What follows belongs to an exercise in optimizing a design on an open flow for small area; a production flow would make more cautious choices. Function was checked by simulation only, so behaviour that the tests miss may differ from the original.

==> inputs of v32 <==
==> flow/design.v <==
module top_RISCV #(
    parameter n = 10,
    parameter m = 32
)(
    input wire clk,
    input wire rst,
    output wire [n-1:0] addr,
    output wire [m-1:0] write_data,
    output wire memwr,
    input wire [31:0] read_data,
    output wire [31:0] PC,
    input wire [31:0] instr
);
reg  [2:0]  ph;          
reg         clr;         
reg  [31:1] pc_q;        
reg  [27:0] sr;          
reg  [11:0] lk;          
reg  [9:0]  addr_q;      
reg  [4:0]  rd_w;        
reg         we_w, ld_w, jl_w;
reg         cy, lc, neq;
assign PC = {pc_q, 1'b0};
assign addr = addr_q;
wire [6:0] op = instr[6:0];
wire is_b    = op[6] & ~op[2];
wire is_jalr = op[6] & op[2] & ~op[3];
wire is_jal  = op[6] & op[3];
wire is_r    = ~op[6] & op[5] & op[4];
wire is_i    = ~op[6] & ~op[5] & op[4];
wire is_ld   = ~op[6] & ~op[5] & ~op[4];
wire is_st   = ~op[6] & op[5] & ~op[4];
wire is_jl   = is_jal | is_jalr;
wire wr_rd   = is_r | is_i | is_ld | is_jl;
reg [31:0] imm;
always @* begin
    if (is_st)      imm = {{20{instr[31]}}, instr[31:25], instr[11:7]};
    else if (is_b)  imm = {{20{instr[31]}}, instr[7], instr[30:25], instr[11:8], 1'b0};
    else if (is_jal) imm = {{12{instr[31]}}, instr[19:12], instr[20], instr[30:21], 1'b0};
    else            imm = {{20{instr[31]}}, instr[31:20]};
end
wire [31:0] pc_full = {pc_q, 1'b0};
wire [3:0] immn = imm[ph*4 +: 4];
wire [3:0] pcn  = pc_full[ph*4 +: 4];
wire [2:0] rph  = ph + 3'd5;
wire [3:0] rdn  = read_data[rph*4 +: 4];
wire [3:0] tap [0:31];
assign tap[0] = 4'b0;
wire [3:0] wd;
genvar r;
generate
    for (r = 1; r < 32; r = r + 1) begin : g_reg
        reg [31:0] q;
        wire we = clr | (we_w & (rd_w == r));
        always @(posedge clk)
            q <= {q[3:0], q[31:24], we ? wd : q[23:20], q[19:4]};
        assign tap[r] = q[3:0];
    end
endgenerate
wire [3:0] rs1n = tap[instr[19:15]];
wire [3:0] rs2n = tap[instr[24:20]];
wire sub   = is_r & instr[30];
wire logic_op = ~op[6] & op[4] & instr[14];
wire [3:0] A = (is_b | is_jal) ? pcn : rs1n;
wire [3:0] B = is_r ? rs2n : immn;
wire cin = (ph == 3'd0) ? sub : cy;
wire [4:0] sum = A + (B ^ {4{sub}}) + cin;
wire [3:0] res = logic_op ? (instr[12] ? (A & B) : (A | B)) : sum[3:0];
wire [4:0] lsum = pcn + ((ph == 3'd0) ? 4'd4 : {3'b0, lc});
wire ne_now = |(rs1n ^ rs2n);
wire taken = is_b & ~((neq | ne_now) ^ instr[12]);
wire jump = is_jl | taken;
assign wd = clr ? 4'b0 : ld_w ? rdn : jl_w ? lk[11:8] : sr[19:16];
assign write_data = {rs2n, sr};
assign memwr = is_st & (ph == 3'd7) & ~clr;
always @(posedge clk) begin
    cy  <= sum[4];
    lc  <= lsum[4];
    neq <= (ph != 3'd0 & neq) | ne_now;
    sr  <= {is_st ? rs2n : res, sr[27:4]};
    lk  <= {lk[7:0], is_jl ? lsum[3:0] : res};
    if (ph == 3'd2) begin
        addr_q <= {res[1:0], lk[3:0], lk[7:4]};
        rd_w <= instr[11:7];
        we_w <= wr_rd & ~clr;
        ld_w <= is_ld;
        jl_w <= is_jl;
    end
end
always @(posedge clk or posedge rst) begin
    if (rst) begin
        ph <= 3'd0;
        clr <= 1'b1;
        pc_q <= 31'b0;
    end else begin
        ph <= ph + 3'd1;
        if (ph == 3'd7) begin
            clr <= 1'b0;
            if (!clr)
                pc_q <= jump ? {res, sr[27:1]} : {pc_q[31:2] + 30'd1, pc_q[1]};
        end
    end
end
endmodule
==> flow/run.sh <==
#!/bin/bash
# synth_recipe.tcl (not shown) runs the flow's synth.tcl, then flattens the netlist and writes it again
# the make line also repeats each setting of config.mk as NAME=value (left out here)
make -C /OpenROAD-flow-scripts/flow DESIGN_CONFIG=/design/flow/config.mk WORK_HOME=/design/flow/orfs CLKGATE_MAP_FILE= SYNTH_SCRIPT=/design/flow/synth_recipe.tcl finish
==> flow/config.mk <==
export PLATFORM = sky130hd
export DESIGN_NAME = top_RISCV
export DESIGN_NICKNAME = top_RISCV
export VERILOG_FILES = /design/flow/design.v
export SDC_FILE = /design/flow/constraint.sdc
export NUM_CORES = 8
export LEC_CHECK = 0
export ABC_AREA = 1
export CAP_MARGIN = 20
export CORE_MARGIN = 2
export CORE_UTILIZATION = 40
export SLEW_MARGIN = 20
==> flow/constraint.sdc <==
create_clock -name core_clock -period 20.0 [get_ports {clk}]
set_input_delay 4.0000 -clock core_clock [delete_from_list [all_inputs] [get_ports {clk}]]
set_output_delay 4.0000 -clock core_clock [all_outputs]
set_load 0.01 [all_outputs]
==> inputs of v25, as changes to v32 <==
--- a/flow/design.v
+++ b/flow/design.v
@@ -19,5 +19,5 @@
 reg  [9:0]  addr_q;      
 reg  [4:0]  rd_w;        
-reg         we_w, ld_w, jl_w;
+reg         we_w, ld_w;
 reg         cy, lc, neq;
 assign PC = {pc_q, 1'b0};
@@ -71,5 +71,5 @@
 wire taken = is_b & ~((neq | ne_now) ^ instr[12]);
 wire jump = is_jl | taken;
-assign wd = clr ? 4'b0 : ld_w ? rdn : jl_w ? lk[11:8] : sr[19:16];
+assign wd = clr ? 4'b0 : ld_w ? rdn : lk[11:8];
 assign write_data = {rs2n, sr};
 assign memwr = is_st & (ph == 3'd7) & ~clr;
@@ -85,5 +85,4 @@
         we_w <= wr_rd & ~clr;
         ld_w <= is_ld;
-        jl_w <= is_jl;
     end
 end
CTS_BUF_LIST = sky130_fd_sc_hd__clkbuf_8   (was unset)
CTS_CLUSTER_DIAMETER = 80   (was unset)
CTS_CLUSTER_SIZE = 16   (was unset)
==> inputs of v39, as changes to v32 <==
--- a/flow/design.v
+++ b/flow/design.v
@@ -19,5 +19,5 @@
 reg  [9:0]  addr_q;      
 reg  [4:0]  rd_w;        
-reg         we_w, ld_w, jl_w;
+reg         we_w, ld_w;
 reg         cy, lc, neq;
 assign PC = {pc_q, 1'b0};
@@ -33,18 +33,24 @@
 wire is_jl   = is_jal | is_jalr;
 wire wr_rd   = is_r | is_i | is_ld | is_jl;
-reg [31:0] imm;
+reg [3:0] immn;
+wire sgn = instr[31];
 always @* begin
-    if (is_st)      imm = {{20{instr[31]}}, instr[31:25], instr[11:7]};
-    else if (is_b)  imm = {{20{instr[31]}}, instr[7], instr[30:25], instr[11:8], 1'b0};
-    else if (is_jal) imm = {{12{instr[31]}}, instr[19:12], instr[20], instr[30:21], 1'b0};
-    else            imm = {{20{instr[31]}}, instr[31:20]};
+    case (ph)
+        3'd0: immn = is_st ? instr[10:7] : is_b ? {instr[10:8], 1'b0} :
+                     is_jal ? {instr[23:21], 1'b0} : instr[23:20];
+        3'd1: immn = (is_st | is_b) ? {instr[27:25], instr[11]} : instr[27:24];
+        3'd2: immn = is_b ? {instr[7], instr[30:28]} :
+                     is_jal ? {instr[20], instr[30:28]} : instr[31:28];
+        3'd3: immn = is_jal ? instr[15:12] : {4{sgn}};
+        3'd4: immn = is_jal ? instr[19:16] : {4{sgn}};
+        default: immn = {4{sgn}};
+    endcase
 end
 wire [31:0] pc_full = {pc_q, 1'b0};
-wire [3:0] immn = imm[ph*4 +: 4];
 wire [3:0] pcn  = pc_full[ph*4 +: 4];
 wire [2:0] rph  = ph + 3'd5;
 wire [3:0] rdn  = read_data[rph*4 +: 4];
-wire [3:0] tap [0:31];
-assign tap[0] = 4'b0;
+wire [127:0] taps;    
+assign taps[3:0] = 4'b0;
 wire [3:0] wd;
 genvar r;
@@ -52,12 +58,34 @@
     for (r = 1; r < 32; r = r + 1) begin : g_reg
         reg [31:0] q;
-        wire we = clr | (we_w & (rd_w == r));
+        wire we  = we_w & (rd_w == r);
+        wire web = ~(we | clr);
         always @(posedge clk)
-            q <= {q[3:0], q[31:24], we ? wd : q[23:20], q[19:4]};
-        assign tap[r] = q[3:0];
+            q <= {q[3:0], q[31:24], ({4{we}} & wd) | ({4{web}} & q[23:20]), q[19:4]};
+        assign taps[4*r +: 4] = q[3:0];
     end
 endgenerate
-wire [3:0] rs1n = tap[instr[19:15]];
-wire [3:0] rs2n = tap[instr[24:20]];
+function [3:0] rd_port(input [4:0] a, input [127:0] t);
+    reg [7:0] s;
+    reg [3:0] g0, g1, g2, g3;
+    integer i;
+    begin
+        s = 8'b1 << a[2:0];
+        g0 = 4'b0; g1 = 4'b0; g2 = 4'b0; g3 = 4'b0;
+        for (i = 0; i < 8; i = i + 1) begin
+            g0 = g0 | ({4{s[i]}} & t[4*i +: 4]);
+            g1 = g1 | ({4{s[i]}} & t[32 + 4*i +: 4]);
+            g2 = g2 | ({4{s[i]}} & t[64 + 4*i +: 4]);
+            g3 = g3 | ({4{s[i]}} & t[96 + 4*i +: 4]);
+        end
+        case (a[4:3])
+            2'd0: rd_port = g0;
+            2'd1: rd_port = g1;
+            2'd2: rd_port = g2;
+            default: rd_port = g3;
+        endcase
+    end
+endfunction
+wire [3:0] rs1n = rd_port(instr[19:15], taps);
+wire [3:0] rs2n = rd_port(instr[24:20], taps);
 wire sub   = is_r & instr[30];
 wire logic_op = ~op[6] & op[4] & instr[14];
@@ -71,5 +99,5 @@
 wire taken = is_b & ~((neq | ne_now) ^ instr[12]);
 wire jump = is_jl | taken;
-assign wd = clr ? 4'b0 : ld_w ? rdn : jl_w ? lk[11:8] : sr[19:16];
+assign wd = ld_w ? rdn : lk[11:8];
 assign write_data = {rs2n, sr};
 assign memwr = is_st & (ph == 3'd7) & ~clr;
@@ -83,7 +111,5 @@
         addr_q <= {res[1:0], lk[3:0], lk[7:4]};
         rd_w <= instr[11:7];
-        we_w <= wr_rd & ~clr;
         ld_w <= is_ld;
-        jl_w <= is_jl;
     end
 end
@@ -93,6 +119,9 @@
         clr <= 1'b1;
         pc_q <= 31'b0;
+        we_w <= 1'b0;
     end else begin
         ph <= ph + 3'd1;
+        if (ph == 3'd2)
+            we_w <= wr_rd & ~clr;
         if (ph == 3'd7) begin
             clr <= 1'b0;
==> flow/flow/run.sh (new file) <==
#!/bin/bash
# Layout flow: ORFS's own steps, with three changes that only affect how the
# layout is built: a different ABC mapping script in synthesis (registers are
# mapped before ABC, exactly as in the standard synthesis), the smallest buffer
# for the port buffers, and clock tree settings (leaf clustering, no dummy loads).
# Each tool's output goes to a log file in the work folder (orfs/logs/... for
# the ORFS steps).
set -euo pipefail
W=$(pwd)
F=$W/flow
{
  printf 'proc abc {args} {\n  set i [lsearch $args -script]\n  if {$i >= 0} { lset args [expr {$i + 1}] %s }\n  yosys abc {*}$args\n}\n' "$F/abc.script"
  cat "$W/synth_recipe.tcl"
} > "$W/own_synth.tcl"
. "$F/settings.sh"
make -C "$FLOW_HOME" DESIGN_CONFIG="$W/config.mk" WORK_HOME="$W/orfs" CLKGATE_MAP_FILE= \
  SYNTH_SCRIPT="$W/own_synth.tcl" \
  "BUFFER_PORTS_ARGS=$BUFFER_PORTS_ARGS" \
  "CTS_ARGS=$CTS_ARGS" \
  finish > "$W/make.log" 2>&1
R=$W/orfs/results/$FLOW_PLATFORM/top_RISCV/base
: # left out here: write the final layout as DEF
==> flow/flow/abc.script (new file) <==
strash
&get -n
&deepsyn -T 60
&dch -f
&nf -R 1000
&put
topo
==> flow/flow/settings.sh (new file) <==
BUFFER_PORTS_ARGS="-buffer_cell sky130_fd_sc_hd__buf_1"
CTS_ARGS="-sink_clustering_enable -repair_clock_nets -dont_use_dummy_load -buf_list sky130_fd_sc_hd__clkbuf_8 -sink_clustering_size 20 -sink_clustering_max_diameter 60"
==> flow/standard.sh (new file) <==
#!/bin/bash
# synth_recipe.tcl (not shown) runs the flow's synth.tcl, then flattens the netlist and writes it again
# the make line also repeats each setting of config.mk as NAME=value (left out here)
make -C /OpenROAD-flow-scripts/flow DESIGN_CONFIG=/design/flow/config.mk WORK_HOME=/design/flow/orfs CLKGATE_MAP_FILE= SYNTH_SCRIPT=/design/flow/synth_recipe.tcl "${@:-finish}"
CORE_UTILIZATION = 60   (was 40)
removed: flow/run.sh
==> impl_metrics.ini <==
[run_status]
status = timing/DRC/antenna clean

[finish]
layout_common_cells = dfxtp_1 (1035), nand2_1 (618), nor2_1 (199)
design_area_um2 = 33100
clk_share = 0.0374

[drt]
wl_met1_um = 35500

[global_route]
gr-usage-met2 = 0.309

[clock_network]
root_buffer = clkbuf_8

[place]
place_ws_ns = 8.58
# the run above: v25

==> impl_metrics.ini <==
[finish]
design_area_um2 = 35700
clk_share = 0.102
reg_top3 = g.q x992, pc_q x31, sr x28

[run_status]
status = timing/DRC/antenna clean

[setup_path]
endpoint = write_data[29]

[power_and_ir_drop]
powerSeq_w = 0.00238

[drt]
routed_wl_um = 77200

[clock_network]
cts_tree = done
cts_setup_buffers = 0
root_buffer = clkbuf_16

[place]
place_ws_ns = 8.70

[global_route]
gr-usage-met2 = 0.327
# the run above: v32

==> impl_metrics.ini <==
[run_status]
status = timing/DRC/antenna clean

[power_and_ir_drop]
top_power_group = sequential cells

[global_route]
gr-usage-met2 = 0.371

[clock_network]
root_buffer = clkbuf_8

[place]
place_ws_ns = 9.33

[finish]
syn2layout_area_growth_pct = 8.74
design_area_um2 = 29400
seqAreaFraction = 0.753
clk_share = 0.0309
layout_common_cells = dfxtp_1 (1035), buf_1 (137), a22o_1 (133)

[drt]
wl_met1_um = 27900

[synthesis]
synth_top_area_cell = dfxtp_1
# the run above: v39

==> port drivers added, routing unchanged <==
The results above use ideal ports. As a check the final layouts listed here were re-extracted and re-timed, cells and wires unchanged.
Step 1: set_driving_cell puts a clkbuf_16 on clk and a buf_2 on each other input, an assumption about the parent block.
Step 2 moves the port delays by t, midway between the first and last clock arrival at a register: inputs arrive t later, outputs are due t later. That takes back most of the time a late clock gives input paths.
Three values: ideal ports, drivers, drivers and shift; two values: the first two.
run | t (ns) | setup slack, ns | worst setup path after step 2
v32 | 0.714 | 8.748 / 8.725 / 8.725 | input to output
v25 | 0.754 | 8.635 / 8.611 / 8.611 | input to output
v39 | 0.690 | 9.181 / 9.151 / 9.151 | input to output
After both steps setup and hold are still met in every run listed. For v39, which loses most, drivers alone change the setup slack by -0.030 ns; drivers and shift together by -0.030 ns.
